What follows belongs to an exercise in optimizing a design on an open flow for small area and a short achievable clock period; a production flow would make more cautious choices.
Only simulation tests tie the RTL to the original design; equivalence was not proved.
Power figures rest on the tool's default switching activity, not on a simulated workload. The clock port is modelled as an ideal driver; clocking choices that lean on that would not hold on a real chip.

## sync_fifo
module sync_fifo #(parameter depth=64,parameter n=8,parameter addr_n=6)(input [n-1:0]din,input clk,rst,w_en,r_en,output reg [n-1:0]dout,output full,empty);
  localparam LO = 9;
  localparam HI = 7;
  localparam NC = 2;
  localparam BPC = n/NC;
  reg [n-1:0] mem [0:LO*HI-1];
  reg [LO-1:0] wlo;
  reg [HI-1:0] whi;
  reg [2:0] rhi;
  reg [LO-1:0] rlo [0:NC-1];
  reg [addr_n-1:0] cnt;
  reg e_r, f_r;
  assign empty = e_r;
  assign full  = f_r;
  wire wr = w_en & ~f_r;
  wire rd = r_en & ~e_r;
  integer i, j, k;
  always @(posedge clk) begin
    for (i = 0; i < HI; i = i + 1)
      for (j = 0; j < LO; j = j + 1)
        if (wr & whi[i] & wlo[j])
          mem[i*LO+j] <= din;
  end
  reg [n-1:0] rdata;
  reg [n-1:0] row;
  reg [n-1:0] csel;
  always @* begin
    rdata = {n{1'b0}};
    for (i = 0; i < HI; i = i + 1) begin
      row = {n{1'b0}};
      for (j = 0; j < LO; j = j + 1) begin
        for (k = 0; k < n; k = k + 1)
          csel[k] = rlo[k/BPC][j];
        row = row | (mem[i*LO+j] & csel);
      end
      rdata = rdata | (row & {n{rhi == i}});
    end
  end
  wire [addr_n-1:0] cnt_up = cnt + 1'b1;
  wire [addr_n-1:0] cnt_dn = cnt - 1'b1;
  wire cnt_is1  = (cnt == 6'd1);
  wire cnt_is62 = (cnt == 6'd62);
  always @(posedge clk) begin
    if (rst) begin
  ...
Size in the first run: about 1200 cells after synthesis, roughly 560 flip-flops, roughly 21000 sq um of cells after synthesis.
==> module sync_fifo, before the edit <==
module sync_fifo #(parameter depth=64,parameter n=8,parameter addr_n=6)(input [n-1:0]din,input clk,rst,w_en,r_en,output reg [n-1:0]dout,output full,empty);
  localparam LO = 9;
  localparam HI = 7;
  localparam NC = 2;
  localparam BPC = n/NC;
  reg [n-1:0] mem [0:LO*HI-1];
  reg [LO-1:0] wlo;
  reg [HI-1:0] whi;
  reg [2:0] rhi;
  reg [LO-1:0] rlo [0:NC-1];
  reg [addr_n-1:0] cnt;
  reg e_r, f_r;
  assign empty = e_r;
  assign full  = f_r;
  wire wr = w_en & ~f_r;
  wire rd = r_en & ~e_r;
  integer i, j, k;
  always @(posedge clk) begin
    for (i = 0; i < HI; i = i + 1)
      for (j = 0; j < LO; j = j + 1)
        if (wr & whi[i] & wlo[j])
          mem[i*LO+j] <= din;
  end
  reg [n-1:0] rdata;
  reg [n-1:0] row;
  reg [n-1:0] csel;
  always @* begin
    rdata = {n{1'b0}};
    for (i = 0; i < HI; i = i + 1) begin
      row = {n{1'b0}};
      for (j = 0; j < LO; j = j + 1) begin
        for (k = 0; k < n; k = k + 1)
          csel[k] = rlo[k/BPC][j];
        row = row | (mem[i*LO+j] & csel);
      end
      rdata = rdata | (row & {n{rhi == i}});
    end
  end
  wire [addr_n-1:0] cnt_up = cnt + 1'b1;
  wire [addr_n-1:0] cnt_dn = cnt - 1'b1;
  wire cnt_is1  = (cnt == 6'd1);
  wire cnt_is62 = (cnt == 6'd62);
  always @(posedge clk) begin
    if (rst) begin
      wlo <= 1; whi <= 1; rhi <= 0;
      for (k = 0; k < NC; k = k + 1) rlo[k] <= 1;
      cnt <= 0; e_r <= 1'b1; f_r <= 1'b0;
      dout <= 0;
    end else begin
      if (wr) begin
        wlo <= {wlo[LO-2:0], wlo[LO-1]};
        if (wlo[LO-1]) whi <= {whi[HI-2:0], whi[HI-1]};
      end
      if (rd) begin
        dout <= rdata;
        for (k = 0; k < NC; k = k + 1) rlo[k] <= {rlo[k][LO-2:0], rlo[k][LO-1]};
        if (rlo[0][LO-1]) rhi <= (rhi == HI-1) ? 3'd0 : rhi + 1'b1;
      end
      if (wr & ~rd) begin
        cnt <= cnt_up;
        e_r <= 1'b0;
        f_r <= cnt_is62;
      end else if (rd & ~wr) begin
        cnt <= cnt_dn;
        f_r <= 1'b0;
        e_r <= cnt_is1;
      end
    end
  end
endmodule
Settings: LEC_CHECK=0, CAP_MARGIN=20, CORE_MARGIN=2, CORE_UTILIZATION=60, SETUP_SLACK_MARGIN=2.1, SLEW_MARGIN=20, TNS_END_PERCENT=10; clock period 4.0 ns.
standard.sh (not shown) runs the stock make flow with config.mk's settings and CLKGATE_MAP_FILE= SYNTH_SCRIPT=/design/flow/synth_recipe.tcl, a recipe that flattens the netlist after the stock synthesis.
==> flow/flow/run.sh <==
#!/bin/bash
# Standard ORFS layout (the standard.sh) with three changes:
#  - ports are buffered with buf_4 instead of the delay cell buffer_ports picks by default;
#  - CTS uses larger sink clusters and no dummy loads;
#  - a222oi_1 (only one, weak drive strength) is kept out of mapping; the platform's
#    own don't-use list is repeated since this setting replaces it.
set -euo pipefail
bash standard.sh \
  "BUFFER_PORTS_ARGS=-buffer_cell sky130_fd_sc_hd__buf_4" \
  "CTS_ARGS=-sink_clustering_enable -repair_clock_nets -sink_clustering_size 30 -sink_clustering_max_diameter 100 -dont_use_dummy_load" \
  "DONT_USE_CELLS=sky130_fd_sc_hd__probe_p_8 sky130_fd_sc_hd__probec_p_8 sky130_fd_sc_hd__lpflow_bleeder_1 sky130_fd_sc_hd__lpflow_clkbufkapwr_1 sky130_fd_sc_hd__lpflow_clkbufkapwr_16 sky130_fd_sc_hd__lpflow_clkbufkapwr_2 sky130_fd_sc_hd__lpflow_clkbufkapwr_4 sky130_fd_sc_hd__lpflow_clkbufkapwr_8 sky130_fd_sc_hd__lpflow_clkinvkapwr_1 sky130_fd_sc_hd__lpflow_clkinvkapwr_16 sky130_fd_sc_hd__lpflow_clkinvkapwr_2 sky130_fd_sc_hd__lpflow_clkinvkapwr_4 sky130_fd_sc_hd__lpflow_clkinvkapwr_8 sky130_fd_sc_hd__lpflow_decapkapwr_12 sky130_fd_sc_hd__lpflow_decapkapwr_3 sky130_fd_sc_hd__lpflow_decapkapwr_4 sky130_fd_sc_hd__lpflow_decapkapwr_6 sky130_fd_sc_hd__lpflow_decapkapwr_8 sky130_fd_sc_hd__lpflow_inputiso0n_1 sky130_fd_sc_hd__lpflow_inputiso0p_1 sky130_fd_sc_hd__lpflow_inputiso1n_1 sky130_fd_sc_hd__lpflow_inputiso1p_1 sky130_fd_sc_hd__lpflow_inputisolatch_1 sky130_fd_sc_hd__lpflow_isobufsrc_1 sky130_fd_sc_hd__lpflow_isobufsrc_16 sky130_fd_sc_hd__lpflow_isobufsrc_2 sky130_fd_sc_hd__lpflow_isobufsrc_4 sky130_fd_sc_hd__lpflow_isobufsrc_8 sky130_fd_sc_hd__lpflow_isobufsrckapwr_16 sky130_fd_sc_hd__lpflow_lsbuf_lh_hl_isowell_tap_1 sky130_fd_sc_hd__lpflow_lsbuf_lh_hl_isowell_tap_2 sky130_fd_sc_hd__lpflow_lsbuf_lh_hl_isowell_tap_4 sky130_fd_sc_hd__lpflow_lsbuf_lh_isowell_4 sky130_fd_sc_hd__lpflow_lsbuf_lh_isowell_tap_1 sky130_fd_sc_hd__lpflow_lsbuf_lh_isowell_tap_2 sky130_fd_sc_hd__lpflow_lsbuf_lh_isowell_tap_4 sky130_fd_sc_hd__a222oi_1" \
  finish > standard.log 2>&1
The starting point finished with timing, DRC and antenna clean.
Next try:
--- a/flow/design.v
+++ b/flow/design.v
@@ -7,5 +7,5 @@
   reg [LO-1:0] wlo;
   reg [HI-1:0] whi;
-  reg [2:0] rhi;
+  reg [HI-1:0] rhi;
   reg [LO-1:0] rlo [0:NC-1];
   reg [addr_n-1:0] cnt;
@@ -34,5 +34,5 @@
         row = row | (mem[i*LO+j] & csel);
       end
-      rdata = rdata | (row & {n{rhi == i}});
+      rdata = rdata | (row & {n{rhi[i]}});
     end
   end
@@ -43,5 +43,5 @@
   always @(posedge clk) begin
     if (rst) begin
-      wlo <= 1; whi <= 1; rhi <= 0;
+      wlo <= 1; whi <= 1; rhi <= 1;
       for (k = 0; k < NC; k = k + 1) rlo[k] <= 1;
       cnt <= 0; e_r <= 1'b1; f_r <= 1'b0;
@@ -55,5 +55,5 @@
         dout <= rdata;
         for (k = 0; k < NC; k = k + 1) rlo[k] <= {rlo[k][LO-2:0], rlo[k][LO-1]};
-        if (rlo[0][LO-1]) rhi <= (rhi == HI-1) ? 3'd0 : rhi + 1'b1;
+        if (rlo[0][LO-1]) rhi <= {rhi[HI-2:0], rhi[HI-1]};
       end
       if (wr & ~rd) begin
What happened: Area after synthesis goes up by 0.42%; power is about the same; via count goes down by 1.5%; final cell count rises by 1.2%; hold slack barely changes; flip-flop and latch count climbs by 4; worst setup slack improved by 37 ps; count of clock-buffer cells in the layout does not change.

sync_fifo, a different RTL version from the one above (not shown whole).
Size: ~1200 cells after synthesis, about 22 I/O pins, about 0.020 sq mm of cells after synthesis.
==> module sync_fifo, before the edit <==
module sync_fifo #(parameter depth=64,parameter n=8,parameter addr_n=6)(input [n-1:0]din,input clk,rst,w_en,r_en,output reg [n-1:0]dout,output full,empty);
  localparam LO = 9;
  localparam HI = 7;
  localparam H  = n/2;
  reg [n-1:0] mem [0:LO*HI-1];
  reg [3:0] wlo;
  reg [2:0] whi, rhi;
  reg [LO-1:0] rloa, rlob;
  reg [addr_n-1:0] cnt;
  reg e_r, f_r;
  assign empty = e_r;
  assign full  = f_r;
  wire wr = w_en & ~f_r;
  wire rd = r_en & ~e_r;
  integer i, j;
  always @(posedge clk) begin
    for (i = 0; i < HI; i = i + 1)
      for (j = 0; j < LO; j = j + 1)
        if (wr && whi == i && wlo == j)
          mem[i*LO+j] <= din;
  end
  reg [n-1:0] rdata;
  reg [n-1:0] row;
  always @* begin
    rdata = {n{1'b0}};
    for (i = 0; i < HI; i = i + 1) begin
      row = {n{1'b0}};
      for (j = 0; j < LO; j = j + 1)
        row = row | (mem[i*LO+j] & {{(n-H){rlob[j]}}, {H{rloa[j]}}});
      rdata = rdata | (row & {n{rhi == i}});
    end
  end
  always @(posedge clk) begin
    if (rst) begin
      wlo <= 0; whi <= 0;
      rloa <= 1; rlob <= 1; rhi <= 0;
      cnt <= 0; e_r <= 1'b1; f_r <= 1'b0;
      dout <= 0;
    end else begin
      if (wr) begin
        wlo <= (wlo == LO-1) ? 4'd0 : wlo + 1'b1;
        if (wlo == LO-1) whi <= (whi == HI-1) ? 3'd0 : whi + 1'b1;
      end
      if (rd) begin
        dout <= rdata;
        rloa <= {rloa[LO-2:0], rloa[LO-1]};
        rlob <= {rlob[LO-2:0], rlob[LO-1]};
        if (rloa[LO-1]) rhi <= (rhi == HI-1) ? 3'd0 : rhi + 1'b1;
      end
      if (wr & ~rd) begin
        cnt <= cnt + 1'b1;
        e_r <= 1'b0;
        f_r <= (cnt == 6'd62);
      end else if (rd & ~wr) begin
        cnt <= cnt - 1'b1;
        f_r <= 1'b0;
        e_r <= (cnt == 6'd1);
      end
    end
  end
endmodule
clock: 4.0 ns
lec_check: 0
cap_margin: 20
core_margin: 2
core_utilization: 65
setup_slack_margin: 2.3
slew_margin: 20
run.sh (not shown) runs the stock make flow with config.mk's settings and CLKGATE_MAP_FILE= SYNTH_SCRIPT=/design/flow/synth_recipe.tcl, a recipe that flattens the netlist after the stock synthesis.
Stock flow here: none of the scripts above is used.
Edit:
==> flow/design.v (replaced) <==
module sync_fifo #(parameter depth=64,parameter n=8,parameter addr_n=6)(input [n-1:0]din,input clk,rst,w_en,r_en,output reg [n-1:0]dout,output full,empty);
  localparam LO = 9;
  localparam HI = 7;
  reg [n-1:0] mem [0:LO*HI-1];
  reg [LO-1:0] wlo, rlo;
  reg [HI-1:0] whi, rhi;
  reg [addr_n-1:0] cnt;
  reg e_r, f_r;
  assign empty = e_r;
  assign full  = f_r;
  wire wr = w_en & ~f_r;
  wire rd = r_en & ~e_r;
  integer i, j;
  always @(posedge clk) begin
    for (i = 0; i < HI; i = i + 1)
      for (j = 0; j < LO; j = j + 1)
        if (wr & whi[i] & wlo[j])
          mem[i*LO+j] <= din;
  end
  reg [n-1:0] rdata;
  reg [n-1:0] row;
  always @* begin
    rdata = {n{1'b0}};
    for (i = 0; i < HI; i = i + 1) begin
      row = {n{1'b0}};
      for (j = 0; j < LO; j = j + 1)
        row = row | (mem[i*LO+j] & {n{rlo[j]}});
      rdata = rdata | (row & {n{rhi[i]}});
    end
  end
  always @(posedge clk) begin
    if (rst) begin
      wlo <= 1; whi <= 1;
      rlo <= 1; rhi <= 1;
      cnt <= 0; e_r <= 1'b1; f_r <= 1'b0;
      dout <= 0;
    end else begin
      if (wr) begin
        wlo <= {wlo[LO-2:0], wlo[LO-1]};
        if (wlo[LO-1]) whi <= {whi[HI-2:0], whi[HI-1]};
      end
      if (rd) begin
        dout <= rdata;
        rlo <= {rlo[LO-2:0], rlo[LO-1]};
        if (rlo[LO-1]) rhi <= {rhi[HI-2:0], rhi[HI-1]};
      end
      if (wr & ~rd) begin
        cnt <= cnt + 1'b1;
        e_r <= 1'b0;
        f_r <= (cnt == 6'd62);
      end else if (rd & ~wr) begin
        cnt <= cnt - 1'b1;
        f_r <= 1'b0;
        e_r <= (cnt == 6'd1);
      end
    end
  end
endmodule
=>
- cell area came out lower by 5.0%
- clock power came out higher by about 1%
- total power hardly moves
- routed wire length came out lower by 6.2%
- count of clock-buffer cells in the layout is unchanged
- utilization came out lower by 4.4 points
- hold slack gets worse by 31 ps
- global-route usage came out lower by 0.74 points

separate check: timing with driven ports:
The results above use ideal ports. As a check the final layouts listed here were re-extracted and re-timed, cells and wires unchanged.
Step 1 (the two cells are an assumption about what drives the block):
set clk [get_ports {clk}]
set_driving_cell -lib_cell sky130_fd_sc_hd__clkbuf_16 $clk
set_driving_cell -lib_cell sky130_fd_sc_hd__buf_2 [delete_from_list [all_inputs] $clk]
Step 2 adds t to the input delays and takes it off the output delays; t is the mean of the earliest and latest rising clock arrival at the registers after step 1. Input paths then give back, and output paths get back, about the clock's delay inside the block.
Slacks: no drivers / after step 1 / after step 2; pairs: no drivers / after step 1.
| run | t, ns | setup WS [ns] | hold WS [ns] | clock arrival spread, ns | cell pins on the clock port's net |
|---|---|---|---|---|---|
| the first run of note 1 | 0.605 | 2.010 / 1.974 / 1.715 | 0.509 / 0.509 / 0.509 | 0.042 / 0.042 | 1 |
| the second run of note 1 | 0.607 | 2.046 / 1.991 / 1.621 | 0.507 / 0.507 / 0.507 | 0.054 / 0.053 | 1 |
| the first run of note 2 | 0.619 | 1.844 / 1.844 / 1.663 | 0.505 / 0.505 / 0.505 | 0.029 / 0.028 | 1 |
| the second run of note 2 | 0.610 | 1.978 / 1.978 / 1.629 | 0.474 / 0.474 / 0.474 | 0.032 / 0.032 | 1 |
After both steps setup and hold are still met in every run listed. For the second run of note 1, which loses most, drivers alone change the setup slack by -0.055 ns; drivers and shift together by -0.425 ns.
